Context: an optimization exercise on an open-source flow, tuned for small area. The choices shown serve that exercise and are no tape-out recipe.
Function was checked by simulation only, so behaviour that the tests miss may differ from the original.
No driver is modelled on the clock port, so clocking that relies on it looks cheaper here than on a real chip.
Power and IR drop assume default switching activity.

==> flow/config.mk <==
export PLATFORM = sky130hd
export DESIGN_NAME = topModule
export DESIGN_NICKNAME = topModule
export VERILOG_FILES = /design/flow/design.v
export SDC_FILE = /design/flow/constraint.sdc
export NUM_CORES = 4
export LEC_CHECK = 0
export CAP_MARGIN = 20
export CORE_MARGIN = 2
export CORE_UTILIZATION = 70
export GPL_TIMING_DRIVEN = 0
export SLEW_MARGIN = 20
==> flow/standard.sh <==
#!/bin/bash
# synth_recipe.tcl (not shown) runs the flow's synth.tcl, then flattens the netlist and writes it again
# the make line also repeats each setting of config.mk as NAME=value (left out here)
make -C /OpenROAD-flow-scripts/flow DESIGN_CONFIG=/design/flow/config.mk WORK_HOME=/design/flow/orfs CLKGATE_MAP_FILE= SYNTH_SCRIPT=/design/flow/synth_recipe.tcl "${@:-finish}"
==> flow/flow/run.sh <==
#!/bin/bash
# Layout flow: the standard flow (standard.sh) with these changes:
#  - ABC maps the logic with an area-only script (no buffering or upsizing;
#    the placer's repair steps size and buffer what timing needs);
#  - only full adders are extracted as adder cells (no half adders);
#  - pass-through wires and ports are buffered with the smallest buffer cell;
#  - clock tree synthesis inserts no dummy loads;
#  - synthesis buffers are removed before placement, as with timing-driven placement.
# The synthesis is otherwise the standard flow's own (synth_recipe.tcl, ORFS synth.tcl).
set -euo pipefail
here=$PWD
sed "s#source \$::env(SCRIPTS_DIR)/synth.tcl#source $here/area_synth.tcl#" synth_recipe.tcl > area_synth_recipe.tcl
sed -e "s#^  log_cmd abc {\*}\$abc_args#  set abc_args [lreplace \$abc_args 1 1 $here/flow/abc_area.script]\n  log_cmd abc {*}\$abc_args#" \
    -e "s#^  extract_fa {\*}\[dont_use_extract_fa_args\]#  extract_fa -fa#" \
    "$FLOW_HOME/scripts/synth.tcl" > area_synth.tcl
grep -q "area_synth.tcl" area_synth_recipe.tcl
grep -q "abc_area.script" area_synth.tcl
grep -q "extract_fa -fa" area_synth.tcl
bash standard.sh SYNTH_SCRIPT=$here/area_synth_recipe.tcl \
    "MIN_BUF_CELL_AND_PORTS=sky130_fd_sc_hd__buf_1 A X" \
    "BUFFER_PORTS_ARGS=-buffer_cell sky130_fd_sc_hd__buf_1" \
    "CTS_ARGS=-sink_clustering_enable -repair_clock_nets -dont_use_dummy_load -buf_list sky130_fd_sc_hd__clkbuf_8" \
    "PRE_GLOBAL_PLACE_TCL=$here/flow/pre_global_place.tcl" \
    finish > flow_make.log 2>&1
==> flow/constraint.sdc <==
create_clock -name core_clock -period 10.0 [get_ports {clk}]
set_input_delay 2.0000 -clock core_clock [delete_from_list [all_inputs] [get_ports {clk}]]
set_output_delay 2.0000 -clock core_clock [all_outputs]
set_load 0.01 [all_outputs]
==> flow/flow/abc_area.script <==
strash
&get -n
&deepsyn -T 20
&put
dch -f
amap
topo
==> flow/design.v <==
`timescale 1ns / 1ps
module pushButton(input logic clk, pb,
                  output logic pb_out);
logic Q1,Q2,Q2_bar;
always @ (posedge clk) 
begin
       Q1 <= pb ;
       Q2 <= Q1;
end
assign Q2_bar = ~Q2;
assign pb_out = Q1 & Q2_bar;
endmodule
module mainMemory(input logic clk, reset, we, ren,
                  input logic [3:0] wAddr,
                  input logic [3:0] rAddr,
                  input logic [7:0] data,
                  output logic [7:0] out);
    logic [7:0] RAM [16];
    genvar k;
    generate
        for (k = 0; k < 16; k = k + 1) begin : word
            always_ff @(posedge clk)
                if (reset || (we && wAddr == k))
                    RAM[k] <= reset ? 8'(k) : data;
        end
    endgenerate
    always_comb begin
        out = 8'b0;
        for (int j = 0; j < 16; j = j + 1)
            out = out | ({8{ren && rAddr == j}} & RAM[j]);
    end
endmodule
module sevSeg(input logic clk, reset,
              input logic [1:0] mode,  
              input logic [7:0] data,
              input logic [3:0] addr,
              output logic a, b, c, d, e, f, g, dp,
              output logic [3:0] an);
    logic [3:0] count;
    always_ff @(posedge clk, posedge reset)
        if (reset)
            count <= 4'b0;
        else
            count <= count + 1;
    logic [1:0] dig;
    assign dig = count[3:2];
    logic [3:0] hv;
    assign hv = dig[1] ? ((mode == 2'b00) ? addr : 4'd12)
                       : (dig[0] ? data[7:4] : data[3:0]);
    logic [6:0] hex;
    always_comb
        case (hv)
            4'd0:  hex = 7'b0000001;
            4'd1:  hex = 7'b1001111;
            4'd2:  hex = 7'b0010010;
            4'd3:  hex = 7'b0000110;
            4'd4:  hex = 7'b1001100;
            4'd5:  hex = 7'b0100100;
            4'd6:  hex = 7'b0100000;
            4'd7:  hex = 7'b0001111;
            4'd8:  hex = 7'b0000000;
            4'd9:  hex = 7'b0000100;
            4'd10: hex = 7'b0001000;
            4'd11: hex = 7'b1100000;
            4'd12: hex = 7'b0110001;
            4'd13: hex = 7'b1000010;
            4'd14: hex = 7'b0110000;
            default: hex = 7'b0111000;
        endcase
    wire special = (mode == 2'b11) | (dig == 2'b10) | (dig[1] & mode == 2'b10);
    wire eq      = (mode == 2'b01) & (dig == 2'b10);
    wire blank   = (mode == 2'b10) & dig[1];
    logic [6:0] seg;
    assign seg = special ? {3'b111, ~eq, 2'b11, blank} : hex;
    assign {a, b, c, d, e, f, g} = seg;
    assign dp = 1'b1;
    assign an = {~(dig == 2'b11), ~(dig == 2'b10), ~(dig == 2'b01), ~(dig == 2'b00)};
endmodule
module hlsm(input logic clk, reset,
            input logic next, prev, compute, counter, enter,
            input logic [3:0] addr,
            input logic [7:0] rd,           
            output logic [3:0] rAddr,       
            output logic ren,               
            output logic [3:0] dAddr,       
            output logic we,
            output logic [1:0] mode,
            output logic [7:0] out);        
    localparam logic [2:0] INIT = 3'd0, WAIT = 3'd1, ENT = 3'd2, CLR = 3'd3,
                           SUM = 3'd4, DSUM = 3'd5, DCNT = 3'd6;
    logic [2:0] state, nextstate;
    logic [4:0] c;           
    logic [7:0] n;           
    logic done;              
    logic [3:0] addrReg, addr_q;
    wire inSum  = (state == SUM);
    wire dsum   = (state == DSUM);
    wire dcnt   = (state == DCNT);
    wire endDsp = c[4] & c[3] & c[2] & c[1];    
    always_comb begin
        nextstate = state;
        case (state)
            INIT: nextstate = WAIT;
            WAIT: if (compute) nextstate = CLR;
                  else if (enter) nextstate = ENT;
                  else if (counter) nextstate = DCNT;
            ENT:  nextstate = WAIT;
            CLR:  nextstate = SUM;
            SUM:  if (c[4]) nextstate = DSUM;
            DSUM, DCNT: if (endDsp) nextstate = WAIT;
            default: nextstate = INIT;
        endcase
    end
    wire cen = (inSum & ~c[4]) | dsum | dcnt;
    logic [4:0] cinc;
    always_comb begin
        cinc[0] = ~c[0];
        cinc[1] = c[1] ^ c[0];
        cinc[2] = c[2] ^ (c[1] & c[0]);
        cinc[3] = c[3] ^ (c[2] & c[1] & c[0]);
        cinc[4] = c[4] ^ (c[3] & c[2] & c[1] & c[0]);
    end
    always_ff @(posedge clk, posedge reset)
        if (reset) begin
            state <= INIT;
            c <= 0;
            done <= 0;
        end else begin
            state <= nextstate;
            c <= cen ? cinc : 5'd0;
            if (inSum & c[4]) done <= 1'b1;
        end
    logic [7:0] s;
    logic [8:0] cy;
    always_comb begin
        cy[0] = 1'b0;
        for (int i = 0; i < 8; i = i + 1) begin
            s[i] = n[i] ^ rd[i] ^ cy[i];
            cy[i+1] = (n[i] & rd[i]) | (n[i] & cy[i]) | (rd[i] & cy[i]);
        end
    end
    always_ff @(posedge clk)
        if (state == CLR)
            n <= 8'hFF;
        else if (inSum & ~c[4])
            n <= s;
    always_ff @(posedge clk)
        addr_q <= addr;
    always_ff @(posedge clk, posedge reset)
        if (reset)
            addrReg <= 0;
        else if (next)
            addrReg <= addrReg + 1;
        else if (prev)
            addrReg <= addrReg - 1;
        else if (addr_q != addr)
            addrReg <= addr;
    always_comb
        case (state)
            WAIT, ENT, CLR: mode = 2'b00;
            DSUM: mode = 2'b01;
            DCNT: mode = 2'b10;
            default: mode = 2'b11;
        endcase
    assign we = (state == ENT);
    assign ren = ~(dsum | dcnt);
    assign rAddr = inSum ? c[3:0] : addrReg;
    assign dAddr = addrReg;
    assign out = rd | ({8{dsum}} & ~n) | {3'b000, dcnt & done, 4'b0000};
endmodule
module topModule(input logic clk, reset,
                 input logic [3:0] wAddr,  
                 input logic [7:0] data,  
                 input logic next, prev, compute, counter, enter,  
                 output logic a, b, c, d, e, f, g, dp,  
                 output logic [3:0] an,  
                 output logic [7:0] lData,
                 output logic [3:0] lAddr,
                 output logic lReset
    );
logic nextB, prevB, computeB, counterB, enterB;
logic we, ren;
logic [3:0] rAddr, dAddr;
logic [1:0] mode;
logic [7:0] rd, dataSSeg;
pushButton n(clk, next, nextB);
pushButton p(clk, prev, prevB);
pushButton cmp(clk, compute, computeB);
pushButton cnt(clk, counter, counterB);
pushButton ent(clk, enter, enterB);
hlsm HighLevelSM(.clk, .reset, .next(nextB), .prev(prevB), .compute(computeB),
                 .counter(counterB), .enter(enterB), .addr(wAddr), .rd,
                 .rAddr, .ren, .dAddr, .we, .mode, .out(dataSSeg));
mainMemory memory(.clk, .reset, .we, .ren, .wAddr, .rAddr, .data, .out(rd));
sevSeg sevenSegment(clk, reset, mode, dataSSeg, dAddr, a, b, c, d, e, f, g, dp, an);
assign lData = data;
assign lAddr = wAddr;
assign lReset = reset;
endmodule
==> flow/flow/pre_global_place.tcl <==
# Remove synthesis buffers (the pass-through buffers) before the ports are
# buffered, as the standard flow's timing-driven placement does.
remove_buffers
==> results of run 1 <==
==> cell families after synthesis <==
logic type	share of synthesized area [%]
other cells	0.0559
compound gates	14.8
simple gates	9.96
fa+ha+maj	1.79
buf+inv	3.19
flops	70.2
==> sequential cells by signal, indices dropped and copies added, names as in the netlist, 3 cells and up <==
signal and count:
memory.RAM 128, HighLevelSM.addrReg 4, HighLevelSM.state 3, HighLevelSM.addr_q 4
sevenSegment.count 4, HighLevelSM.c 5, HighLevelSM.n 8
==> layer usage <==
metal / GRT usage [%] / vias up / wire [um]
met5: 0 / - / 0
met4: 8.10 / 0 / 407
met3: 7.73 / 34 / 2100
met2: 49.1 / 364 / 7300
met1: 48.8 / 2329 / 6090
li1: - / 2090 / -
==> cell usage after synthesis, types with 3 or more instances <==
cell type,n
a22oi_1,17
a22o_1,13
a211oi_1,3
a31oi_1,4
nor3_1,20
dfrtp_1,17
o32ai_1,4
clkinv_1,43
a221oi_1,6
or3_1,5
o21a_1,3
a222oi_1,14
nand3_1,8
dfxtp_1,22
edfxtp_1,128
a21oi_1,20
nand2_1,42
fa_1,6
o21ai_0,37
nor2b_1,7
a221o_1,3
o22ai_1,4
nor2_1,56
buf_1,14
nand4_1,5
==> through the flow <==
| stage | hold WS [ns] | worst slack, ns |
|---|---|---|
| floorplan | 0.324 | 3.89 |
| global placement | 0.329 | 2.79 |
| detailed placement | 0.336 | 2.25 |
| CTS | 0.355 | 1.74 |
| global route | 0.367 | 1.10 |
| finish | 0.353 | 1.57 |
==> worst paths after layout <==
kind / endpoint / cells after the start / slack (ns)
worst max-delay path: a / 19 / 1.57
worst min-delay path: p.Q2$_DFF_P_ / 0 / 0.35
worst max register to register: HighLevelSM.n[7]$_SDFFE_PP1P_ / 19 / 2.89
worst min register to register: p.Q2$_DFF_P_ / 0 / 0.35
max in group asynchronous: sevenSegment.count[2]$_DFF_PP0_ / 2 / 7.63
min in group asynchronous: HighLevelSM.addrReg[0]$_DFFE_PP0P_ / 2 / 1.92
==> cell type report <==
type	instances	area, um2
multi-input cells	299	1830
clock buffers	17	234
fillers	597	1990
flip-flops and latches	167	4710
inverters	43	161
repair buffers	47	195
well taps	129	161
==> power by group through the flow <==
stage | sequential (W) | combinational, W | clock, W
final | 0.000864 | 0.00115 | 0.000348
after CTS | 0.000862 | 0.00113 | 0.000344
after detailed placement | 0.000877 | 0.00112 | 0
after floorplan | 0.000864 | 0.000767 | 0
after global placement | 0.000873 | 0.00103 | 0
after global routing | 0.000871 | 0.00126 | 0.000372
==> worst reg2reg max path: stages, from the launching register on <==
cell and delay, ns:
dfrtp_1 0.40, clkinv_1 0.19, nor3_1 0.63, clkinv_1 0.31, o22ai_1 0.60, clkinv_1 0.39, nor3_2 0.71, a222oi_1 0.26
nand3_1 0.19, o21ai_0 0.14, fa_1 0.45, fa_1 0.44, fa_1 0.45, fa_1 0.43, fa_1 0.43, fa_1 0.44
a21oi_1 0.14, o21ai_0 0.12, a21oi_1 0.16, o21ai_0 0.08
==> flow_summary.yaml, run 1 <==
outcome:
  status: "finished clean"
layout:
  final_cells: 702
  utilization_pct: 78.6
  finalNetCount: 600
  stdcell_area_um2: 7290
  final_common_cell: "edfxtp_1"
  diodes: 0
  syn2layout_area_growth_pct: 8.71
  mostFrequentLayoutCells: "128 x edfxtp_1, 56 x nor2_1, 42 x clkinv_1, 42 x nand2_1, 42 x buf_1"
  drive_gt1_share_pct: 5.76
setup_path:
  crit_fanout: 8
  start_kind: "register"
  cpMostUsedCell: "clkinv_1"
  cp.required_ns: 8.00
  cp.arrival_ns: 6.43
  setup.worst_path.start: "HighLevelSM.state[2]$_DFFE_PP0P_"
  worstSetupPathType: "register to primary output"
  endpoint_kind: "primary output"
  cpMaxStageDelayCell: "nor3_1"
  cp_slowest_stage_delay_ns: 0.63
  path_cells: "clkinv_1 > nor3_1 > clkinv_1 > o22ai_1 > clkinv_1 > nand2_1 > nor2_1 > a22o_1 > a221oi_1 > nand4_1 > nor3b_1 > a22oi_1 > o32ai_1 > clkinv_1 > nor2_1 > nor2_1 > a31oi_1 > o311ai_0 > buf_1"
  critPathBufInv: 5
  r2r-start: "HighLevelSM.state[2]$_DFFE_PP0P_"
  critPathTopFamily: "compound AO/OA/AOI/OAI gates"
clock_network:
  clock_latency_ns: 0.45
  cts_made_buffers: 17
  cts_sinks: 167
  cts_tree: "yes"
  hold_buffers: 0
  root_buffer: "clkbuf_8"
  cts.clk_slew.worst_paths_ns: 0.09
  clock_path_buffers: 2
  cts-htree-levels: 4
  cts_post_setup_buffers_inserted: 0
  post_cts_resized: 0
synthesis:
  yosys-top-cells-area: "edfxtp_1 57%, dfxtp_1 6.6%, dfrtp_1 6.3%, nor2_1 3.1%, o21ai_0 2.8%"
  ys_ff_latch: 167
  yosysSeqAreaShare_pct: 70.2
  synth_warnings: 5
  synth.distinct_cells: 42
  synth_edf_count: 128
  yosysTopAreaCell: "edfxtp_1"
  syn_avg_cell_area_um2: 12.8
  syn_nets: 548
  syn_area_um2: 6710
  synth_top_area_share_pct: 57.3
  synth_cells: 523
  async_flop_share_pct: 10.2
  synth_ff_type: "edfxtp_1"
route:
  drt_iter0_drc: 633
  drtAntennaViolNets: 0
  dr.pass1.iters: 6
  num_vias: 4817
  via_per_inst: 6.86
  drc_errors: 0
  wire_per_inst_um: 22.7
  drt-total-wl_mm: 15.9
timing:
  setup_violations: 0
  rsz0062_at_grt: "false"
  slew_violations: 0
  finClkSkew_ns: 0.0407
  finalSetupTns_ns: 0
  fin_crit_sh_pct: 84.3
  min_period_ns: 8.43
  hold_violations: 0
  worst_pin_slew_ns: 1.10
  relSlewSlack_pct: 26.0
  fmax_mhz: 119
global_route:
  grt_pass1_wl_mm: 23.8
  antenna_found_initial: 0
  grt-ovfl-total: 0
  grt_pass1_vias: 4263
  grt_use_total_pct: 32.4
  grt_max_degree: 37
worst_hold_path:
  hold_class: "register to register"
  hp-start: "p.Q1$_DFF_P_"
floorplan:
  die_area_um2: 10400
  pin_count: 44
  die_h_um: 102
  start_util_pct: 72.3
  row_count: 35
  core_um2: 9280
  die_width_um: 102
place:
  place_area_um2: 7050
  dpl.cell_count: 685
  dp_hpwl_mm: 11.0
  finalWeightedCongestion: 0.903
  portBuffers: 42
power_and_ir_drop:
  p_total_w: 0.00236
  power.internal_w: 0.00134
  clkPwrFrac_pct: 14.8
  p_leak_nw: 2.53
  pwr-share-comb_pct: 48.6
  power_density_nw_per_um2: 324
  switching_share_pct: 43.1
  p_sw_w: 0.00102
  ir_drop_mv: 0.238
  p_seq_share_pct: 36.6
run:
  drv_cap: 0
==> run 2, diff against run 1 <==
--- a/flow/flow/run.sh
+++ b/flow/flow/run.sh
@@ -5,7 +5,8 @@
 #  - only full adders are extracted as adder cells (no half adders);
 #  - pass-through wires and ports are buffered with the smallest buffer cell;
 #  - clock tree synthesis inserts no dummy loads;
-#  - synthesis buffers are removed before placement, as with timing-driven placement.
+#  - synthesis buffers are removed before placement, as with timing-driven placement;
+#  - leaf clock buffers with few flip-flops are downsized after CTS (post_cts.tcl).
 # The synthesis is otherwise the standard flow's own (synth_recipe.tcl, ORFS synth.tcl).
 set -euo pipefail
 here=$PWD
@@ -21,4 +22,5 @@
     "BUFFER_PORTS_ARGS=-buffer_cell sky130_fd_sc_hd__buf_1" \
     "CTS_ARGS=-sink_clustering_enable -repair_clock_nets -dont_use_dummy_load -buf_list sky130_fd_sc_hd__clkbuf_8" \
     "PRE_GLOBAL_PLACE_TCL=$here/flow/pre_global_place.tcl" \
+    "POST_CTS_TCL=$here/flow/post_cts.tcl" \
     finish > flow_make.log 2>&1
==> flow/flow/post_cts.tcl (new file) <==
set limit 0.112
proc worst_ff_clk_slew {} {
  set worst 0
  foreach pin [get_pins -hierarchical */CLK] {
    foreach p {slew_max_rise slew_max_fall} {
      set v [get_property $pin $p]
      if {$v > $worst} { set worst $v }
    }
  }
  return $worst
}
estimate_parasitics -placement
puts "post_cts: worst flip-flop clock slew before [worst_ff_clk_slew]"
set leaves {}
foreach inst [get_cells clkbuf_*] {
  if {[get_property $inst ref_name] ne "sky130_fd_sc_hd__clkbuf_8"} { continue }
  set net [get_nets -of_objects [get_pins [get_full_name $inst]/X]]
  set loads [get_pins -of_objects $net -filter "direction == input"]
  set leaf 1
  foreach l $loads {
    if {[get_property $l lib_pin_name] ne "CLK"} { set leaf 0 }
  }
  if {$leaf} { lappend leaves [list [llength $loads] [get_full_name $inst]] }
}
set n 0
foreach item [lsort -integer -index 0 $leaves] {
  set inst [get_cells [lindex $item 1]]
  replace_cell $inst sky130_fd_sc_hd__clkbuf_4
  estimate_parasitics -placement
  set w [worst_ff_clk_slew]
  if {$w > $limit} {
    replace_cell $inst sky130_fd_sc_hd__clkbuf_8
    estimate_parasitics -placement
  } else {
    incr n
  }
}
puts "post_cts: $n of [llength $leaves] leaf buffers set to clkbuf_4, worst flip-flop clock slew [worst_ff_clk_slew]"
--- a/flow/config.mk
+++ b/flow/config.mk
@@ -7,6 +7,6 @@
 export LEC_CHECK = 0
 export CAP_MARGIN = 20
 export CORE_MARGIN = 2
-export CORE_UTILIZATION = 70
+export CORE_UTILIZATION = 75
 export GPL_TIMING_DRIVEN = 0
 export SLEW_MARGIN = 20
==> flow_summary.yaml, run 2 <==
synthesis:
  synth_edf_count: 128
  syn_area_um2: 6710
  synth_warnings: 5
  synth_compound_area_share_pct: 14.8
  async_flop_share_pct: 10.2
  synth.distinct_cells: 42
  yosys-top-cells-area: "edfxtp_1 57%, dfxtp_1 6.6%, dfrtp_1 6.3%, nor2_1 3.1%, o21ai_0 2.8%"
  ys_ff_latch: 167
  syn_avg_cell_area_um2: 12.8
  synth_top_family_by_area: "compound AO/OA/AOI/OAI gates"
  yosysTopAreaCell: "edfxtp_1"
  synth_top_area_share_pct: 57.3
  yosysSeqAreaShare_pct: 70.2
  synthXorXnorAreaFrac_pct: 0
  synth_ff_type: "edfxtp_1"
  synthMuxAreaShare_pct: 0
  synthSimpleGateAreaFrac_pct: 9.96
  synthTopCellsByCount: "128 x edfxtp_1, 56 x nor2_1, 43 x clkinv_1, 42 x nand2_1, 37 x o21ai_0"
  yosys.area_share.adder_pct: 1.79
  synth_cells: 523
  synth_most_common_cell: "edfxtp_1"
  syn_nets: 548
run:
  drv_cap: 0
floorplan:
  pin_count: 44
  die_width_um: 98.6
  core_um2: 8680
  row_count: 34
  die_area_um2: 9720
  start_util_pct: 77.3
  die_h_um: 98.6
layout:
  finalNetCount: 600
  regMostFlops: "memory.RAM"
  diodes: 0
  final_cells: 681
  mostFrequentLayoutCells: "128 x edfxtp_1, 56 x nor2_1, 42 x clkinv_1, 42 x nand2_1, 42 x buf_1"
  largestRegisters: "memory.RAM (128), HighLevelSM.n (8), HighLevelSM.c (5)"
  drive_gt1_share_pct: 5.58
  largest_register_ffs: 128
  syn2layout_area_growth_pct: 7.07
  final_common_cell: "edfxtp_1"
global_route:
  grt_use_total_pct: 35.3
  grt_max_degree: 37
  grt_pass1_wl_mm: 25.1
  grt-ovfl-total: 0
  antenna_found_initial: 0
  grt_pass1_vias: 4622
route:
  num_vias: 4856
  drt_iter0_drc: 786
  wire_per_inst_um: 23.8
  via_per_inst: 7.13
  dr_wl_met3_mm: 2.15
  drc_errors: 0
  drt-total-wl_mm: 16.2
  wl_met1_mm: 5.90
  dr.pass1.iters: 8
  drtAntennaViolNets: 0
  wl_met2_mm: 7.71
  highest_layer: "met4"
place:
  place_ws_ns: 2.27
  dp_hpwl_mm: 11.3
  finalWeightedCongestion: 0.905
  dpl.cell_count: 664
  portBuffers: 42
timing:
  rsz0062_at_grt: "false"
  fin_ws_ns: 1.49
  setup_violations: 0
  slew_violations: 0
  finClkSkew_ns: 0.0266
  relSlewSlack_pct: 28.3
  hold_violations: 0
  finalSetupTns_ns: 0
  min_period_ns: 8.51
  worst_pin_slew_ns: 1.07
  fmax_mhz: 117
  fin_crit_sh_pct: 85.1
setup_path:
  reg2reg_setup_slack_ns: 2.88
  r2r-end: "HighLevelSM.n[7]$_SDFFE_PP1P_"
  r2r_cells: 19
  endpoint_kind: "primary output"
  worstSetupPathType: "register to primary output"
  cp.arrival_ns: 6.51
  crit_fanout: 8
  start_kind: "register"
  cp.required_ns: 8.00
  r2r-start: "HighLevelSM.state[2]$_DFFE_PP0P_"
clock_network:
  cts_sinks: 167
  clock_latency_ns: 0.43
  cts_tree: "yes"
  cts.clk_slew.worst_paths_ns: 0.10
worst_hold_path:
  hold_class: "register to register"
  min_path_cells: 0
  holdPathEnd: "cmp.Q2$_DFF_P_"
  hp-start: "cmp.Q1$_DFF_P_"
power_and_ir_drop:
  ir_drop_mv: 0.194
  power_density_nw_per_um2: 321
  p_leak_nw: 2.49
outcome:
  status: "finished clean"
run 2: where the power goes:
part / switching (W) / internal, W / leakage [nW]
Combinational: 0.000781 / 0.000371 / 0.742
Clock: 0.000191 / 0.0000964 / 0.0886
Sequential: 0.0000429 / 0.000821 / 1.66
run 2: worst max-delay path, cell delays in order (launching register included):
cell	delay, ns
dfrtp_1	0.42
clkinv_1	0.19
nor3_1	0.62
clkinv_1	0.31
o22ai_1	0.61
clkinv_1	0.43
nand2_1	0.24
nor2_1	0.20
a22o_1	0.28
a221oi_1	0.38
nand4_1	0.17
nor3b_1	0.57
a22oi_1	0.16
o32ai_1	0.38
clkinv_1	0.21
nor2_1	0.21
nor2_1	0.10
a31oi_1	0.26
o311ai_0	0.17
buf_1	0.16
run 2: how the worst max path moves through the flow:
stage / from / endpoint / slack [ns]
6_report: HighLevelSM.state[2]$_DFFE_PP0P_ / a / 1.49
5_1_grt: HighLevelSM.state[2]$_DFFE_PP0P_ / a / 1.04
3_5_place_dp: HighLevelSM.state[2]$_DFFE_PP0P_ / a / 2.27
3_3_place_gp: HighLevelSM.state[2]$_DFFE_PP0P_ / a / 2.76
2_1_floorplan: HighLevelSM.state[2]$_DFFE_PP0P_ / a / 3.89
run 2: stage by stage:
| stage | hold WS (ns) | total power, W | instance area, um2 | util (%) |
|---|---|---|---|---|
| final | 0.350 | 0.00230 | 7180 | 82.8 |
| after global placement | 0.330 | 0.00190 | 6950 | 80.1 |
| after global routing | 0.357 | 0.00244 | 7180 | 82.8 |
| after detailed placement | 0.334 | 0.00199 | 7020 | 80.9 |
| after floorplan | 0.324 | 0.00163 | 6710 | - |
run 2: cells by family (layout without fill, tap and decap cells):
kind of cell             Yosys count  in the layout
flip-flops                       167            167
AND/OR/NAND/NOR                  151            151
AO/OA/AOI/OAI                    141            141
buffers and inverters             57            107
adder cells (fa/ha/maj)            6              6
other                              1              1
run 2: final cells by class:
| type | instances | area [um2] |
|---|---|---|
| flip-flops and latches | 167 | 4710 |
| multi-input cells | 299 | 1830 |
| fillers | 494 | 1500 |
| repair buffers | 47 | 195 |
| inverters | 43 | 161 |
| clock buffers | 17 | 153 |
| well taps | 108 | 135 |
run 2: per-layer routing:
layer	vias to the layer above	global-route usage (%)
met5	-	0
met4	0	10.4
met3	48	10.2
met2	400	54.8
met1	2316	50.1
li1	2092	-
==> run 3, diff against run 2 <==
--- a/flow/config.mk
+++ b/flow/config.mk
@@ -7,6 +7,6 @@
 export LEC_CHECK = 0
 export CAP_MARGIN = 20
 export CORE_MARGIN = 2
-export CORE_UTILIZATION = 75
+export CORE_UTILIZATION = 70
 export GPL_TIMING_DRIVEN = 0
 export SLEW_MARGIN = 20
==> flow_summary.yaml, run 3 <==
clock_network:
  clock_latency_ns: 0.43
  cts_sinks: 167
  cts_tree: "yes"
  cts.clk_slew.worst_paths_ns: 0.09
timing:
  whs_ns: 0.355
  min_period_ns: 8.35
  fmax_mhz: 120
  worst_pin_slew_ns: 1.08
  finClkSkew_ns: 0.0358
  hold_violations: 0
  fin_crit_sh_pct: 83.5
  relSlewSlack_pct: 27.6
  setup_violations: 0
  slew_violations: 0
  rsz0062_at_grt: "false"
  finalSetupTns_ns: 0
layout:
  largest_register_ffs: 128
  largestRegisters: "memory.RAM (128), HighLevelSM.n (8), HighLevelSM.c (5)"
  regMostFlops: "memory.RAM"
  finalNetCount: 600
  syn2layout_area_growth_pct: 7.78
  final_common_cell: "edfxtp_1"
  drive_gt1_share_pct: 5.76
  diodes: 0
  mostFrequentLayoutCells: "128 x edfxtp_1, 56 x nor2_1, 42 x clkinv_1, 42 x nand2_1, 42 x buf_1"
  stdcell_area_um2: 7230
global_route:
  grtUsageMet1_pct: 49.1
  grt-ovfl-total: 0
  grt_pass1_wl_mm: 23.9
  grt_use_total_pct: 32.5
  globalRouteMet3Util_pct: 7.87
  antenna_found_initial: 0
  grt_pass1_vias: 4267
  grt.busiest_layer: "met1"
  grt_max_degree: 37
  met2_usage_pct: 49.0
setup_path:
  worstSetupPathType: "register to primary output"
  critPathBufInv: 5
  cp_slowest_stage_delay_ns: 0.64
  cpMaxStageDelayCell: "nor3_1"
  path_cells: "clkinv_1 > nor3_1 > clkinv_1 > o22ai_1 > clkinv_1 > nand2_1 > nor2_1 > a22o_1 > a221oi_1 > nand4_1 > nor3b_1 > a22oi_1 > o32ai_1 > clkinv_1 > nor2_1 > nor2_1 > a31oi_1 > o311ai_0 > buf_1"
  crit_fanout: 8
  cpMostUsedCell: "clkinv_1"
  start_kind: "register"
  cp.arrival_ns: 6.35
  endpoint_kind: "primary output"
  critPathTopFamily: "compound AO/OA/AOI/OAI gates"
  cp.required_ns: 8.00
synthesis:
  synth_warnings: 5
  syn_area_um2: 6710
  synthTopCellsByCount: "128 x edfxtp_1, 56 x nor2_1, 43 x clkinv_1, 42 x nand2_1, 37 x o21ai_0"
  yosysSeqAreaShare_pct: 70.2
  synth_top_area_share_pct: 57.3
  syn_avg_cell_area_um2: 12.8
  synth.distinct_cells: 42
  syn_nets: 548
  synth_edf_count: 128
  synth_most_common_cell: "edfxtp_1"
  synth_ff_type: "edfxtp_1"
  ys_ff_latch: 167
  synth_cells: 523
  yosysTopAreaCell: "edfxtp_1"
  async_flop_share_pct: 10.2
  yosys-top-cells-area: "edfxtp_1 57%, dfxtp_1 6.6%, dfrtp_1 6.3%, nor2_1 3.1%, o21ai_0 2.8%"
route:
  num_vias: 4696
  wire_per_inst_um: 22.6
  drc_errors: 0
  drtAntennaViolNets: 0
  via_per_inst: 6.69
  drt-total-wl_mm: 15.9
  drt_iter0_drc: 602
  dr.pass1.iters: 6
power_and_ir_drop:
  power_density_nw_per_um2: 320
  p_leak_nw: 2.50
  ir_drop_mv: 0.242
floorplan:
  core_um2: 9280
  die_width_um: 102
  row_count: 35
  die_h_um: 102
  start_util_pct: 72.3
  die_area_um2: 10400
  pin_count: 44
place:
  finalWeightedCongestion: 0.903
  dp_hpwl_mm: 11.0
  place_area_um2: 7050
  portBuffers: 42
run:
  drv_cap: 0
outcome:
  status: "finished clean"
worst_hold_path:
  hold_class: "register to register"
[run 3: cell counts after synthesis]
No cell type changed its count.
[run 3: final timing paths]
| check | from | endpoint | slack, ns | depth (start not counted) |
|---|---|---|---|---|
| worst min-delay path | p.Q1$_DFF_P_ | p.Q2$_DFF_P_ | 0.35 | 0 |
| worst min register to register | p.Q1$_DFF_P_ | p.Q2$_DFF_P_ | 0.35 | 0 |
| min in group asynchronous | reset | sevenSegment.count[3]$_DFF_PP0_ | 1.93 | 2 |
| worst max-delay path | HighLevelSM.state[2]$_DFFE_PP0P_ | a | 1.65 | 19 |
| max in group asynchronous | reset | sevenSegment.count[1]$_DFF_PP0_ | 7.62 | 2 |
| worst max register to register | HighLevelSM.state[2]$_DFFE_PP0P_ | HighLevelSM.n[7]$_SDFFE_PP1P_ | 2.92 | 19 |
[run 3: layout make-up]
class / count / area (um2)
timing repair buffer: 47 / 195
multi-input combinational: 299 / 1830
sequential: 167 / 4710
inverter: 43 / 161
tap: 129 / 161
clock buffer: 17 / 171
fill: 609 / 2050
[run 3: metrics by stage]
stage | setup WS [ns] | power (W) | util, % | cells
final | 1.65 | 0.00231 | 77.9 | 702
after global routing | 1.13 | 0.00246 | 77.9 | 702
after detailed placement | 2.25 | 0.00200 | 76.0 | 685
after global placement | 2.79 | 0.00191 | 75.1 | 680
after floorplan | 3.89 | 0.00163 | - | 523
[run 3: report_power, final]
group / switching (W) / internal, W / leakage (nW)
combinational: 0.000780 / 0.000372 / 0.743
clock: 0.000191 / 0.000109 / 0.0963
sequential: 0.0000416 / 0.000821 / 1.66
[run 3: per-layer routing]
| metal | vias up | share of wire, % |
|---|---|---|
| li1 | 2088 | - |
| met1 | 2242 | 39 |
| met2 | 341 | 46 |
| met3 | 25 | 13 |
| met4 | 0 | 1.8 |
| met5 | - | 0 |
[run 3: kinds of logic (layout without fill, tap and decap cells)]
logic type | count (synthesis) | in the layout | share of synthesized area [%]
buf+inv | 57 | 107 | 3.19
simple gates | 151 | 151 | 9.96
compound gates | 141 | 141 | 14.8
other cells | 1 | 1 | 0.0559
flops | 167 | 167 | 70.2
fa+ha+maj | 6 | 6 | 1.79
==> run 4, diff against run 3 <==
--- a/flow/design.v
+++ b/flow/design.v
@@ -24,11 +24,26 @@
                     RAM[k] <= reset ? 8'(k) : data;
         end
     endgenerate
-    always_comb begin
-        out = 8'b0;
+    logic [15:0] sel;
+    always_comb
         for (int j = 0; j < 16; j = j + 1)
-            out = out | ({8{ren && rAddr == j}} & RAM[j]);
-    end
+            sel[j] = ren && rAddr == j;
+    genvar b;
+    generate
+        for (b = 0; b < 8; b = b + 1) begin : rbit
+            logic [5:0] y;
+            for (k = 0; k < 5; k = k + 1) begin : g
+                aoi222 u(.a1(sel[3*k]), .a2(RAM[3*k][b]),
+                         .b1(sel[3*k+1]), .b2(RAM[3*k+1][b]),
+                         .c1(sel[3*k+2]), .c2(RAM[3*k+2][b]), .y(y[k]));
+            end
+            assign y[5] = ~(sel[15] & RAM[15][b]);
+            assign out[b] = ~&y;
+        end
+    endgenerate
+endmodule
+module aoi222(input logic a1, a2, b1, b2, c1, c2, output logic y);
+    assign y = ~((a1 & a2) | (b1 & b2) | (c1 & c2));
 endmodule
 module sevSeg(input logic clk, reset,
               input logic [1:0] mode,  
--- a/flow/flow/run.sh
+++ b/flow/flow/run.sh
@@ -6,7 +6,9 @@
 #  - pass-through wires and ports are buffered with the smallest buffer cell;
 #  - clock tree synthesis inserts no dummy loads;
 #  - synthesis buffers are removed before placement, as with timing-driven placement;
-#  - leaf clock buffers with few flip-flops are downsized after CTS (post_cts.tcl).
+#  - leaf clock buffers with few flip-flops are downsized after CTS (post_cts.tcl);
+#  - the and-or-invert cells of the memory read port (module aoi222) are
+#    kept as modules through synthesis, so ABC maps each to one cell.
 # The synthesis is otherwise the standard flow's own (synth_recipe.tcl, ORFS synth.tcl).
 set -euo pipefail
 here=$PWD
@@ -18,6 +20,7 @@
 grep -q "abc_area.script" area_synth.tcl
 grep -q "extract_fa -fa" area_synth.tcl
 bash standard.sh SYNTH_SCRIPT=$here/area_synth_recipe.tcl \
+    SYNTH_HIERARCHICAL=1 SYNTH_MINIMUM_KEEP_SIZE=100000 SYNTH_KEEP_MODULES=aoi222 \
     "MIN_BUF_CELL_AND_PORTS=sky130_fd_sc_hd__buf_1 A X" \
     "BUFFER_PORTS_ARGS=-buffer_cell sky130_fd_sc_hd__buf_1" \
     "CTS_ARGS=-sink_clustering_enable -repair_clock_nets -dont_use_dummy_load -buf_list sky130_fd_sc_hd__clkbuf_8" \
--- a/flow/flow/post_cts.tcl
+++ b/flow/flow/post_cts.tcl
@@ -1,4 +1,4 @@
-set limit 0.112
+set limit 0.108
 proc worst_ff_clk_slew {} {
   set worst 0
   foreach pin [get_pins -hierarchical */CLK] {
--- a/flow/config.mk
+++ b/flow/config.mk
@@ -7,6 +7,6 @@
 export LEC_CHECK = 0
 export CAP_MARGIN = 20
 export CORE_MARGIN = 2
-export CORE_UTILIZATION = 70
+export CORE_UTILIZATION = 76
 export GPL_TIMING_DRIVEN = 0
 export SLEW_MARGIN = 20
==> flow_summary.yaml, run 4 <==
timing:
  fmax_mhz: 127
  slew_violations: 0
  finalSetupTns_ns: 0
  relSlewSlack_pct: 44.2
  setup_violations: 0
  fin_crit_sh_pct: 78.7
  worst_pin_slew_ns: 0.829
  rsz0062_at_grt: "false"
  min_period_ns: 7.87
  hold_violations: 0
  fin_ws_ns: 2.13
  finClkSkew_ns: 0.0283
synthesis:
  synth_top_area_share_pct: 57.9
  async_flop_share_pct: 10.2
  yosys-top-cells-area: "edfxtp_1 58%, dfxtp_1 6.6%, dfrtp_1 6.4%, a222oi_1 6.0%, nor2_1 3.5%"
  yosysSeqAreaShare_pct: 71.0
  syn_area_um2: 6640
  synthMuxAreaShare_pct: 0
  synth_most_common_cell: "edfxtp_1"
  ys_ff_latch: 167
  synth_warnings: 12
  synth_top_family_by_area: "compound AO/OA/AOI/OAI gates"
  synthSimpleGateAreaFrac_pct: 8.33
  synthXorXnorAreaFrac_pct: 0
  syn_nets: 530
  synth_compound_area_share_pct: 15.2
  synth_edf_count: 128
  yosys.area_share.adder_pct: 1.81
  syn_avg_cell_area_um2: 13.1
  yosysTopAreaCell: "edfxtp_1"
  synth.distinct_cells: 37
  synthTopCellsByCount: "128 x edfxtp_1, 61 x nor2_1, 50 x clkinv_1, 40 x a222oi_1, 35 x o21ai_0"
  synth_cells: 505
  synth_ff_type: "edfxtp_1"
setup_path:
  path_cells: "clkinv_1 > nor2_1 > clkinv_1 > nor2_1 > clkinv_1 > nand2_1 > nor2_1 > a31oi_1 > nor2_1 > a222oi_1 > nand3_1 > a211oi_1 > o21a_1 > o22a_1 > o21ai_0 > nor2_1 > o21ai_0 > nor3_1 > a21oi_1 > nand3_1 > o211ai_1 > buf_1"
  worstSetupPathType: "register to primary output"
  cp.arrival_ns: 5.87
  cp_slowest_stage_delay_ns: 0.46
  r2r_cells: 25
  r2r-end: "HighLevelSM.n[7]$_SDFFE_PP1P_"
  start_kind: "register"
  cp.required_ns: 8.00
  endpoint_kind: "primary output"
  reg2reg_setup_slack_ns: 3.29
  r2r-start: "HighLevelSM.state[2]$_DFFE_PP0P_"
  cpMaxStageDelayCell: "a222oi_1"
  crit_fanout: 8
  setup.worst_path.end: "b"
  cpMostUsedCell: "nor2_1"
  setup.worst_path.start: "HighLevelSM.state[2]$_DFFE_PP0P_"
layout:
  diodes: 0
  final_common_cell: "edfxtp_1"
  drive_gt1_share_pct: 4.00
  mostFrequentLayoutCells: "128 x edfxtp_1, 61 x nor2_1, 49 x clkinv_1"
  nFillCells: 483
  syn2layout_area_growth_pct: 6.45
  regMostFlops: "memory.RAM"
  finalNetCount: 577
  regArea_um2: 4710
  final_cells: 658
  stdcell_area_um2: 7060
  largest_register_ffs: 128
  multi_input_area_um2: 1700
  largestRegisters: "memory.RAM (128), HighLevelSM.n (8), HighLevelSM.c (5)"
  utilization_pct: 82.2
global_route:
  antenna_found_initial: 0
  grt_max_degree: 38
  grt_pass1_wl_mm: 23.4
  grt_use_total_pct: 33.0
  grt-ovfl-total: 0
  grt_pass1_vias: 4399
power_and_ir_drop:
  p_leak_nw: 2.42
  power_density_nw_per_um2: 312
  ir_drop_mv: 0.170
clock_network:
  cts_sinks: 167
  cts_tree: "yes"
  cts.clk_slew.worst_paths_ns: 0.08
  clock_latency_ns: 0.43
route:
  drt-total-wl_mm: 15.0
  drt_iter0_drc: 634
  drc_errors: 0
  num_vias: 4560
  dr.pass1.iters: 6
  via_per_inst: 6.93
  drtAntennaViolNets: 0
  wire_per_inst_um: 22.8
floorplan:
  die_h_um: 97.4
  row_count: 34
  die_area_um2: 9490
  pin_count: 44
  core_um2: 8590
  start_util_pct: 77.2
  die_width_um: 97.4
place:
  dp_hpwl_mm: 10.4
  place_ws_ns: 2.71
  finalWeightedCongestion: 0.926
  portBuffers: 42
  dpl.cell_count: 641
  place_area_um2: 6880
outcome:
  status: "finished clean"
worst_hold_path:
  hold_class: "register to register"
  hp-start: "n.Q1$_DFF_P_"
run:
  drv_cap: 0
==> run 4: cell count changes in the layout (fill, tap and decap cells not counted), sizes merged, moves of 6 or more <==
cell	before	now
a211oi	3	9
a222oi	14	40
a22o	13	0
a22oi	17	1
clkinv	42	49
nand2	42	32
nor3	20	5
==> run 4: final cells by class <==
class | instances | area share, %
multi-input cells | 274 | 24.0
inverters | 50 | 2.66
well taps | 108 | 1.91
clock buffers | 17 | 2.52
flip-flops and latches | 167 | 66.7
repair buffers | 42 | 2.23
==> run 4: worst min-delay path by stage <==
stage          depth (start not counted)  slack, ns           end
2_1_floorplan                          0       0.32  n.Q2$_DFF_P_
3_3_place_gp                           0       0.33  n.Q2$_DFF_P_
3_5_place_dp                           0       0.34  n.Q2$_DFF_P_
5_1_grt                                0       0.36  p.Q2$_DFF_P_
6_report                               0       0.35  n.Q2$_DFF_P_
==> run 4: worst max-delay path: cells and delay by family (launching register included) <==
family | cells | cell delay, ns
compound gates | 9 | 2.29
simple gates | 9 | 2.05
buf+inv | 4 | 0.76
flops | 1 | 0.37
==> run 4: layer usage <==
metal | track usage, % | part of all wire, % | up-vias
met1 | 45.2 | 37 | 2145
li1 | - | - | 2036
met4 | 13.5 | 3.6 | 0
met3 | 9.06 | 12 | 50
met5 | 0 | 0 | -
met2 | 51.4 | 48 | 329
==> run 4: Yosys stat by module (local to each module, per instance) <==
module     area, um2  times used  cells inside
topModule       6230           1           465
aoi222          10.0          40             1
==> run 4: kinds of logic (layout without fill, tap and decap cells) <==
kind of cell,count (synthesis),after routing
AO/OA/AOI/OAI,138,138
adder cells (fa/ha/maj),6,6
buffers and inverters,64,109
flip-flops,167,167
other,1,1
AND/OR/NAND/NOR,129,129
==> run 4: through the flow <==
stage          hold WS [ns]  total power [W]
6_report              0.351          0.00220
5_1_grt               0.362          0.00233
3_5_place_dp          0.337          0.00186
3_3_place_gp          0.326          0.00181
2_1_floorplan         0.324          0.00158
==> run 4: power by group <==
group | internal (W) | switching, W | leakage, nW
combinational | 0.000348 | 0.000683 | 0.663
sequential | 0.000824 | 0.0000399 | 1.66
clock | 0.000113 | 0.000195 | 0.0989
==> run 5, diff against run 4 <==
--- a/flow/config.mk
+++ b/flow/config.mk
@@ -7,6 +7,7 @@
 export LEC_CHECK = 0
 export CAP_MARGIN = 20
 export CORE_MARGIN = 2
-export CORE_UTILIZATION = 76
+export CORE_UTILIZATION = 70
 export GPL_TIMING_DRIVEN = 0
+export PLACE_DENSITY = 0.9
 export SLEW_MARGIN = 20
==> flow_summary.yaml, run 5 <==
setup_path:
  path_cells: "clkinv_1 > nor2_1 > clkinv_1 > nor2_1 > clkinv_1 > o21ai_0 > nand3_1 > nor2_1 > a222oi_1 > nand3_1 > a211oi_1 > o21ai_0 > clkinv_1 > nor2_1 > o21ai_0 > nor3_1 > a21oi_1 > nand3_1 > o211ai_1 > buf_1"
  worstSetupPathType: "register to primary output"
  endpoint_kind: "primary output"
  start_kind: "register"
  cp_slowest_stage_delay_ns: 0.67
  cpMaxStageDelayCell: "nor2_1"
  cp.arrival_ns: 5.96
  crit_fanout: 8
  cp.required_ns: 8.00
global_route:
  grt_max_degree: 38
  grt-ovfl-total: 0
  grt_use_total_pct: 31.0
  grt_pass1_wl_mm: 23.0
  antenna_found_initial: 0
  grt_pass1_vias: 4487
floorplan:
  die_h_um: 101
  die_area_um2: 10300
  die_width_um: 101
  core_um2: 9240
  row_count: 35
  pin_count: 44
  start_util_pct: 71.8
synthesis:
  syn_area_um2: 6640
  async_flop_share_pct: 10.2
  synth_top_family_by_area: "compound AO/OA/AOI/OAI gates"
  yosys.area_share.adder_pct: 1.81
  ys_ff_latch: 167
  synthTopCellsByCount: "128 x edfxtp_1, 61 x nor2_1, 50 x clkinv_1, 40 x a222oi_1, 35 x o21ai_0"
  synth_cells: 505
  synth_edf_count: 128
  synth_compound_area_share_pct: 15.2
  synth_top_area_share_pct: 57.9
  synth_warnings: 12
  synthXorXnorAreaFrac_pct: 0
  synthSimpleGateAreaFrac_pct: 8.33
  synth_most_common_cell: "edfxtp_1"
  syn_avg_cell_area_um2: 13.1
  yosysTopAreaCell: "edfxtp_1"
  yosys-top-cells-area: "edfxtp_1 58%, dfxtp_1 6.6%, dfrtp_1 6.4%, a222oi_1 6.0%, nor2_1 3.5%"
  yosysSeqAreaShare_pct: 71.0
  synth_ff_type: "edfxtp_1"
  synthMuxAreaShare_pct: 0
  synth.distinct_cells: 37
  syn_nets: 530
timing:
  worst_pin_slew_ns: 0.902
  min_period_ns: 7.96
  fmax_mhz: 126
  fin_ws_ns: 2.04
  relSlewSlack_pct: 39.5
  slew_violations: 0
  rsz0062_at_grt: "false"
  whs_ns: 0.353
  finClkSkew_ns: 0.0318
  fin_crit_sh_pct: 79.6
  hold_violations: 0
  setup_violations: 0
  finalSetupTns_ns: 0
place:
  finalWeightedCongestion: 0.941
  portBuffers: 42
  dp_hpwl_mm: 10.4
  place_ws_ns: 2.74
outcome:
  status: "finished clean"
clock_network:
  cts.clk_slew.worst_paths_ns: 0.08
  clock_latency_ns: 0.45
  cts_tree: "yes"
  cts_sinks: 167
power_and_ir_drop:
  power_density_nw_per_um2: 311
  ir_drop_mv: 0.230
  p_total_w: 0.00220
  p_leak_nw: 2.42
layout:
  drive_gt1_share_pct: 4.00
  syn2layout_area_growth_pct: 6.85
  largestRegisters: "memory.RAM (128), HighLevelSM.n (8), HighLevelSM.c (5)"
  finalNetCount: 577
  mostFrequentLayoutCells: "128 x edfxtp_1, 61 x nor2_1, 49 x clkinv_1"
  final_common_cell: "edfxtp_1"
  regMostFlops: "memory.RAM"
  diodes: 0
  utilization_pct: 76.7
  largest_register_ffs: 128
worst_hold_path:
  hold_class: "register to register"
route:
  num_vias: 4620
  dr.pass1.iters: 8
  wire_per_inst_um: 22.0
  drt_iter0_drc: 655
  drt-total-wl_mm: 14.9
  drtAntennaViolNets: 0
  via_per_inst: 6.80
  drc_errors: 0
run:
  drv_cap: 0
[run 5: cell counts after synthesis]
No cell type changed its count.
[run 5: critical path, delay by kind of cell (launching register included)]
family | cells | cell delay, ns
and+or+nand+nor | 8 | 2.38
buffers and inverters | 5 | 0.96
AOI/OAI and AO/OA | 7 | 1.81
DFF | 1 | 0.36
[run 5: worst paths after layout]
check | start | to | slack (ns) | depth (start not counted)
hold reg to reg | cnt.Q1$_DFF_P_ | cnt.Q2$_DFF_P_ | 0.35 | 0
setup reg to reg | HighLevelSM.state[2]$_DFFE_PP0P_ | HighLevelSM.n[7]$_SDFFE_PP1P_ | 3.35 | 23
setup / recovery | HighLevelSM.state[2]$_DFFE_PP0P_ | b | 2.04 | 20
hold / removal | cnt.Q1$_DFF_P_ | cnt.Q2$_DFF_P_ | 0.35 | 0
min in group asynchronous | reset | HighLevelSM.addrReg[2]$_DFFE_PP0P_ | 1.85 | 2
max in group asynchronous | reset | sevenSegment.count[1]$_DFF_PP0_ | 7.68 | 2
[run 5: metrics by stage]
step                std cells  cell area [um2]
finish                    679             7090
global route              679             7090
detailed placement        662             6900
global placement          662             6900
floorplan                 505             6640
[run 5: layout make-up]
type                            count  area, um2
Timing Repair Buffer               42        158
Clock buffer                       17        178
Multi-Input combinational cell    274       1700
Fill cell                         540       2150
Tap cell                          129        161
Sequential cell                   167       4710
Inverter                           50        188
[run 5: modules after synthesis, one instance, submodules excluded]
| module | cells | copies in the design |
|---|---|---|
| aoi222 | 1 | 40 |
| topModule | 465 | 1 |
[run 5: power by group]
| group | total, W | switching [W] | internal, W |
|---|---|---|---|
| combinational | 0.00103 | 0.000683 | 0.000347 |
| clock | 0.000310 | 0.000197 | 0.000113 |
| sequential | 0.000865 | 0.0000409 | 0.000824 |
[run 5: layer usage]
| layer | global-route usage (%) | wire, um | share of wire (%) | vias to the layer above |
|---|---|---|---|---|
| met1 | 39.7 | 5380 | 36 | 2195 |
| met3 | 8.07 | 1550 | 10 | 60 |
| li1 | - | - | - | 2029 |
| met4 | 13.5 | 543 | 3.6 | 0 |
| met5 | 0 | 0 | 0 | - |
| met2 | 50.8 | 7460 | 50 | 336 |
[run 5: cell families (layout without fill, tap and decap cells)]
family,count (synthesis),count (layout)
DFF,167,167
AOI/OAI and AO/OA,138,138
and+or+nand+nor,129,129
buffers and inverters,64,109
adders and majority gates,6,6
other,1,1
==> run 6, diff against run 5 <==
--- a/flow/config.mk
+++ b/flow/config.mk
@@ -9,5 +9,4 @@
 export CORE_MARGIN = 2
 export CORE_UTILIZATION = 70
 export GPL_TIMING_DRIVEN = 0
-export PLACE_DENSITY = 0.9
 export SLEW_MARGIN = 20
==> flow_summary.yaml, run 6 <==
setup_path:
  path_cells: "clkinv_1 > nand2_1 > nor2_1 > clkinv_1 > o21ai_0 > nor2_1 > a222oi_1 > nand3_1 > a211oi_1 > a21oi_1 > nor2_1 > clkinv_1 > nor2_1 > nor2_1 > nand2_1 > a21oi_1 > nor2b_1 > o21ai_0 > buf_1"
  worstSetupPathType: "register to primary output"
  cp.arrival_ns: 5.62
  cpMaxStageDelayCell: "o21ai_0"
  reg2reg_setup_slack_ns: 3.50
  critPathTopFamily: "compound AO/OA/AOI/OAI gates"
  start_kind: "register"
  endpoint_kind: "primary output"
  cp_slowest_stage_delay_ns: 0.60
  cp.required_ns: 8.00
  crit_fanout: 11
  critPathBufInv: 4
  cpMostUsedCell: "nor2_1"
global_route:
  grt_pass1_wl_mm: 22.7
  antenna_found_initial: 0
  grt_use_total_pct: 30.5
  grt-ovfl-total: 0
  grt_max_degree: 38
  grt_pass1_vias: 4216
clock_network:
  cts.clk_slew.worst_paths_ns: 0.10
  cts_tree: "yes"
  clock_latency_ns: 0.44
  cts_sinks: 167
layout:
  largest_register_ffs: 128
  nFillCells: 574
  regMostFlops: "memory.RAM"
  multi_input_area_um2: 1700
  mostFrequentLayoutCells: "128 x edfxtp_1, 67 x nor2_1, 45 x clkinv_1"
  finalNetCount: 580
  drive_gt1_share_pct: 4.34
  syn2layout_area_growth_pct: 6.67
  regArea_um2: 4710
  largestRegisters: "memory.RAM (128), HighLevelSM.n (8), HighLevelSM.c (5)"
  diodes: 0
  final_common_cell: "edfxtp_1"
route:
  num_vias: 4455
  drt_iter0_drc: 539
  drtAntennaViolNets: 0
  drc_errors: 0
  dr.pass1.iters: 5
  via_per_inst: 6.71
  drt-total-wl_mm: 14.6
  wire_per_inst_um: 21.9
power_and_ir_drop:
  pwr-share-comb_pct: 46.5
  switching_share_pct: 41.6
  ir_drop_mv: 0.206
  power_density_nw_per_um2: 309
  p_leak_nw: 2.46
  p_sw_w: 0.000909
  power.internal_w: 0.00128
  p_seq_share_pct: 39.3
  clkPwrFrac_pct: 14.2
timing:
  slew_violations: 0
  fmax_mhz: 131
  finClkSkew_ns: 0.0354
  finalSetupTns_ns: 0
  min_period_ns: 7.62
  hold_violations: 0
  rsz0062_at_grt: "false"
  relSlewSlack_pct: 40.4
  setup_violations: 0
  worst_pin_slew_ns: 0.888
  fin_crit_sh_pct: 76.2
  fin_ws_ns: 2.38
synthesis:
  synth_edf_count: 128
  syn_avg_cell_area_um2: 13.1
  synth_top_area_share_pct: 58.0
  syn_area_um2: 6620
  yosysTopAreaCell: "edfxtp_1"
  ys_ff_latch: 167
  yosysSeqAreaShare_pct: 71.1
  synth_cells: 506
  synth_warnings: 12
  synth_ff_type: "edfxtp_1"
  syn_nets: 531
  synth.distinct_cells: 35
  async_flop_share_pct: 10.2
  synthTopCellsByCount: "128 x edfxtp_1, 67 x nor2_1, 46 x clkinv_1, 40 x a222oi_1, 38 x nand2_1"
  yosys-top-cells-area: "edfxtp_1 58%, dfxtp_1 6.7%, dfrtp_1 6.4%, a222oi_1 6.0%, nor2_1 3.8%"
  synth_most_common_cell: "edfxtp_1"
place:
  dp_hpwl_mm: 10.3
  portBuffers: 42
  place_ws_ns: 2.96
  finalWeightedCongestion: 0.864
worst_hold_path:
  hold_class: "register to register"
floorplan:
  core_um2: 9200
  die_area_um2: 10300
  start_util_pct: 72.0
  die_width_um: 101
  pin_count: 44
  row_count: 35
  die_h_um: 101
run:
  drv_cap: 0
outcome:
  status: "finished clean"
[run 6: path summary, 6_finish.rpt]
| kind | from | endpoint | cells past startpoint |
|---|---|---|---|
| hold reg to reg | n.Q1$_DFF_P_ | n.Q2$_DFF_P_ | 0 |
| setup reg to reg | HighLevelSM.state[0]$_DFFE_PP0P_ | HighLevelSM.n[7]$_SDFFE_PP1P_ | 22 |
| min in group asynchronous | reset | HighLevelSM.c[0]$_DFF_PP0_ | 2 |
| setup / recovery | HighLevelSM.state[0]$_DFFE_PP0P_ | d | 19 |
| max in group asynchronous | reset | HighLevelSM.addrReg[3]$_DFFE_PP0P_ | 2 |
| hold / removal | n.Q1$_DFF_P_ | n.Q2$_DFF_P_ | 0 |
[run 6: per-layer routing]
metal	global-route usage [%]	share of wire [%]
met3	7.66	10
met2	46.0	46
met4	12.1	2.7
met1	43.6	41
met5	0	0
[run 6: per-module statistics from Yosys (local to each module, per instance)]
| module | cells | area (um2) | flip-flops and latches |
|---|---|---|---|
| topModule | 466 | 6220 | 167 |
| aoi222 | 1 | 10.0 | 0 |
[run 6: power by group through the flow]
stage	sequential (W)	combinational (W)	clock (W)
global route	0.000866	0.00113	0.000338
floorplan	0.000861	0.000712	0
finish	0.000858	0.00102	0.000310
global placement	0.000869	0.000944	0
detailed placement	0.000872	0.000994	0
[run 6: cell type report]
| class | instances | share of cell area [%] |
|---|---|---|
| Inverter | 46 | 2.44 |
| Tap cell | 111 | 1.97 |
| Multi-Input combinational cell | 279 | 24.0 |
| Sequential cell | 167 | 66.7 |
| Clock buffer | 17 | 2.52 |
| Timing Repair Buffer | 44 | 2.37 |
[run 6: cells by family (layout without fill, tap and decap cells)]
| kind of cell | after synthesis | in the layout | share of synthesized area [%] |
|---|---|---|---|
| AOI/OAI and AO/OA | 132 | 132 | 14.6 |
| buffers and inverters | 60 | 107 | 3.40 |
| adders and majority gates | 6 | 6 | 1.81 |
| and+or+nand+nor | 140 | 140 | 8.97 |
| other | 1 | 1 | 0.0566 |
| DFF | 167 | 167 | 71.1 |
[run 6: through the flow]
stage | instance area (um2) | std cells | total power [W] | util, % | hold WS [ns]
floorplan | 6620 | 506 | 0.00157 | - | 0.324
global placement | 6870 | 645 | 0.00181 | 74.7 | 0.327
detailed placement | 6880 | 647 | 0.00187 | 74.8 | 0.335
global route | 7060 | 664 | 0.00233 | 76.8 | 0.362
finish | 7060 | 664 | 0.00218 | 76.8 | 0.352
[run 6: worst reg2reg max path, cell delays in order, from the launching register on]
cell	delay (ns)
dfrtp_1	0.42
clkinv_1	0.19
nand2_1	0.12
nor2_1	0.34
clkinv_1	0.27
o21ai_0	0.60
nand3_1	0.29
nor2_1	0.61
a222oi_1	0.25
nand2_1	0.14
a211oi_1	0.10
nor2b_1	0.24
fa_1	0.22
clkinv_1	0.08
fa_1	0.39
fa_1	0.41
fa_1	0.42
fa_1	0.41
fa_1	0.39
o21ai_0	0.16
a21oi_1	0.08
nor3_1	0.18
a21oi_1	0.06
==> run 7, diff against run 6 <==
--- a/flow/design.v
+++ b/flow/design.v
@@ -138,13 +138,13 @@
     always_ff @(posedge clk, posedge reset)
         if (reset) begin
             state <= INIT;
-            c <= 0;
             done <= 0;
         end else begin
             state <= nextstate;
-            c <= cen ? cinc : 5'd0;
             if (inSum & c[4]) done <= 1'b1;
         end
+    always_ff @(posedge clk)
+        c <= cen ? cinc : 5'd0;
     logic [7:0] s;
     logic [8:0] cy;
     always_comb begin
==> flow_summary.yaml, run 7 <==
clock_network:
  clock_latency_ns: 0.43
  cts_sinks: 167
  cts_tree: "yes"
  cts.clk_slew.worst_paths_ns: 0.08
synthesis:
  synth_ff_type: "edfxtp_1"
  syn_area_um2: 6580
  syn_nets: 522
  yosysSeqAreaShare_pct: 71.2
  synth.distinct_cells: 36
  synth_most_common_cell: "edfxtp_1"
  synth_warnings: 12
  synth_edf_count: 128
  synth_cells: 497
  async_flop_share_pct: 7.19
  yosys-top-cells-area: "edfxtp_1 58%, dfxtp_1 8.2%, a222oi_1 6.1%, dfrtp_1 4.6%, nor2_1 3.6%"
  syn_avg_cell_area_um2: 13.2
  synthTopCellsByCount: "128 x edfxtp_1, 63 x nor2_1, 44 x clkinv_1, 40 x a222oi_1, 33 x o21ai_0"
  synth_top_area_share_pct: 58.4
  ys_ff_latch: 167
  yosysTopAreaCell: "edfxtp_1"
floorplan:
  pin_count: 44
  die_area_um2: 10200
  die_width_um: 101
  die_h_um: 101
  core_um2: 9200
  start_util_pct: 71.6
  row_count: 35
timing:
  hold_violations: 0
  relSlewSlack_pct: 34.0
  setup_violations: 0
  finalSetupTns_ns: 0
  slew_violations: 0
  worst_pin_slew_ns: 0.984
  fin_ws_ns: 1.93
  fmax_mhz: 124
  whs_ns: 0.342
  rsz0062_at_grt: "false"
  finClkSkew_ns: 0.0381
  fin_crit_sh_pct: 80.7
  min_period_ns: 8.07
outcome:
  status: "finished clean"
layout:
  drive_gt1_share_pct: 4.05
  largest_register_ffs: 128
  regArea_um2: 4680
  syn2layout_area_growth_pct: 6.54
  nFillCells: 615
  finalNetCount: 570
  regMostFlops: "memory.RAM"
  largestRegisters: "memory.RAM (128), HighLevelSM.n (8), HighLevelSM.c (5)"
  diodes: 0
  multi_input_area_um2: 1690
  mostFrequentLayoutCells: "128 x edfxtp_1, 63 x nor2_1, 44 x clkinv_1"
  final_common_cell: "edfxtp_1"
  final_cells: 654
setup_path:
  endpoint_kind: "primary output"
  reg2reg_setup_slack_ns: 3.25
  path_cells: "clkinv_1 > nor2_1 > clkinv_1 > nor2_1 > clkinv_1 > nand2_1 > nor2_1 > a31oi_1 > nand3_1 > nor2_1 > a222oi_1 > nand3_1 > a211oi_1 > a221oi_1 > clkinv_1 > o21ai_0 > clkinv_1 > nand2_1 > a22oi_1 > nor2_1 > nand2_1 > nand3_1 > buf_1"
  r2r-start: "HighLevelSM.state[2]$_DFFE_PP0P_"
  r2r-end: "HighLevelSM.n[7]$_SDFFE_PP1P_"
  cp_slowest_stage_delay_ns: 0.63
  setup.worst_path.start: "HighLevelSM.state[2]$_DFFE_PP0P_"
  worstSetupPathType: "register to primary output"
  cp.arrival_ns: 6.07
  setup.worst_path.end: "a"
  r2r_cells: 25
  cp.required_ns: 8.00
  crit_fanout: 8
  start_kind: "register"
  cpMaxStageDelayCell: "nor2_1"
place:
  finalWeightedCongestion: 0.879
  dp_hpwl_mm: 10.1
  place_ws_ns: 2.43
  dpl.cell_count: 636
  portBuffers: 42
global_route:
  antenna_found_initial: 0
  grt-ovfl-total: 0
  grt_use_total_pct: 30.0
  grt_pass1_wl_mm: 21.8
  grt_pass1_vias: 4025
  grt_max_degree: 32
power_and_ir_drop:
  power_density_nw_per_um2: 307
  ir_drop_mv: 0.214
  p_leak_nw: 2.41
  p_total_w: 0.00215
route:
  via_per_inst: 6.69
  dr.pass1.iters: 6
  wire_per_inst_um: 22.3
  drt_iter0_drc: 496
  drt-total-wl_mm: 14.6
  drtAntennaViolNets: 0
  drc_errors: 0
  num_vias: 4374
worst_hold_path:
  hold_class: "register to register"
  min_path_cells: 0
run:
  drv_cap: 0
## run 7: cell count changes in the layout (fill, tap and decap cells not counted), moves of 2 or more
| cell | change |
|---|---|
| dfxtp_1 | +5 |
| nor2_1 | -4 |
| nand2_1 | -6 |
| o21ai_0 | -2 |
| dfrtp_1 | -5 |
| o21a_1 | +4 |
## run 7: routing by layer
layer	track usage [%]	wire, um	up-vias
met5	0	0	-
met4	9.46	224	0
met3	6.38	1300	26
met2	48.3	7210	229
met1	41.9	5830	2108
li1	-	-	2011
## run 7: Yosys stat by module, one instance, submodules excluded
module | flip-flops and latches | copies in the design | cells
topModule | 167 | 1 | 457
aoi222 | 0 | 40 | 1
## run 7: logic make-up after synthesis
logic type / synth area share, %
DFF: 71.2
AOI/OAI and AO/OA: 15.0
and+or+nand+nor: 8.48
buffers and inverters: 3.31
adders and majority gates: 1.83
xor gates and xnor gates: 0.133
other: 0.0570
## run 7: worst min-delay path by stage
stage	start	to	slack (ns)
3_5_place_dp	p.Q1$_DFF_P_	p.Q2$_DFF_P_	0.34
3_3_place_gp	n.Q1$_DFF_P_	n.Q2$_DFF_P_	0.33
5_1_grt	cmp.Q1$_DFF_P_	cmp.Q2$_DFF_P_	0.34
2_1_floorplan	n.Q1$_DFF_P_	n.Q2$_DFF_P_	0.32
6_report	cmp.Q1$_DFF_P_	cmp.Q2$_DFF_P_	0.34
## run 7: area by class of cell
cell class / instances / area share, %
Sequential cell: 167 / 66.8
Clock buffer: 17 / 2.45
Timing Repair Buffer: 43 / 2.32
Tap cell: 111 / 1.98
Inverter: 44 / 2.36
Multi-Input combinational cell: 272 / 24.1
## run 7: stage by stage
stage                     util [%]  area [um2]
after detailed placement      74.2        6830
final                         76.2        7010
after global placement        74.2        6820
after global routing          76.2        7010
after floorplan                  -        6580
## run 7: report_power, final
group / internal [W] / switching (W) / leakage, nW
registers: 0.000818 / 0.0000352 / 1.64
clock network: 0.000109 / 0.000191 / 0.0963
logic: 0.000341 / 0.000660 / 0.675
total: 0.00127 / 0.000886 / 2.41
## run 7: critical path, delay by kind of cell (launching register included)
family          cells  cell delay [ns]
compound gates      6             1.84
buf+inv             6             1.05
flops               1             0.42
simple gates       11             2.33

==> what the ideal ports hide <==
In the flow no input, the clock included, has a driving cell. The finished layouts below were timed again as built, in two steps. Step 1 assumes that a clkbuf_16 drives the clock port and a buf_2 every other input. Step 2 also shifts input and output timing later by t, the mid clock arrival at the registers, as if the neighbouring blocks saw the same clock. Three values: no drivers, after step 1, after step 2; two values: the first two.
| run | t (ns) | setup WS [ns] | worst setup path at the end |
|---|---|---|---|
| run 1 | 0.463 | 1.573 / 1.539 / 2.001 | register to output |
| run 2 | 0.452 | 1.488 / 1.453 / 1.905 | register to output |
| run 3 | 0.445 | 1.652 / 1.618 / 2.063 | register to output |
| run 4 | 0.450 | 2.133 / 2.098 / 2.548 | register to output |
| run 5 | 0.469 | 2.037 / 2.005 / 2.474 | register to output |
| run 6 | 0.459 | 2.377 / 2.342 / 2.800 | register to output |
| run 7 | 0.447 | 1.928 / 1.895 / 2.342 | register to output |
After both steps setup and hold are still met in every run listed.
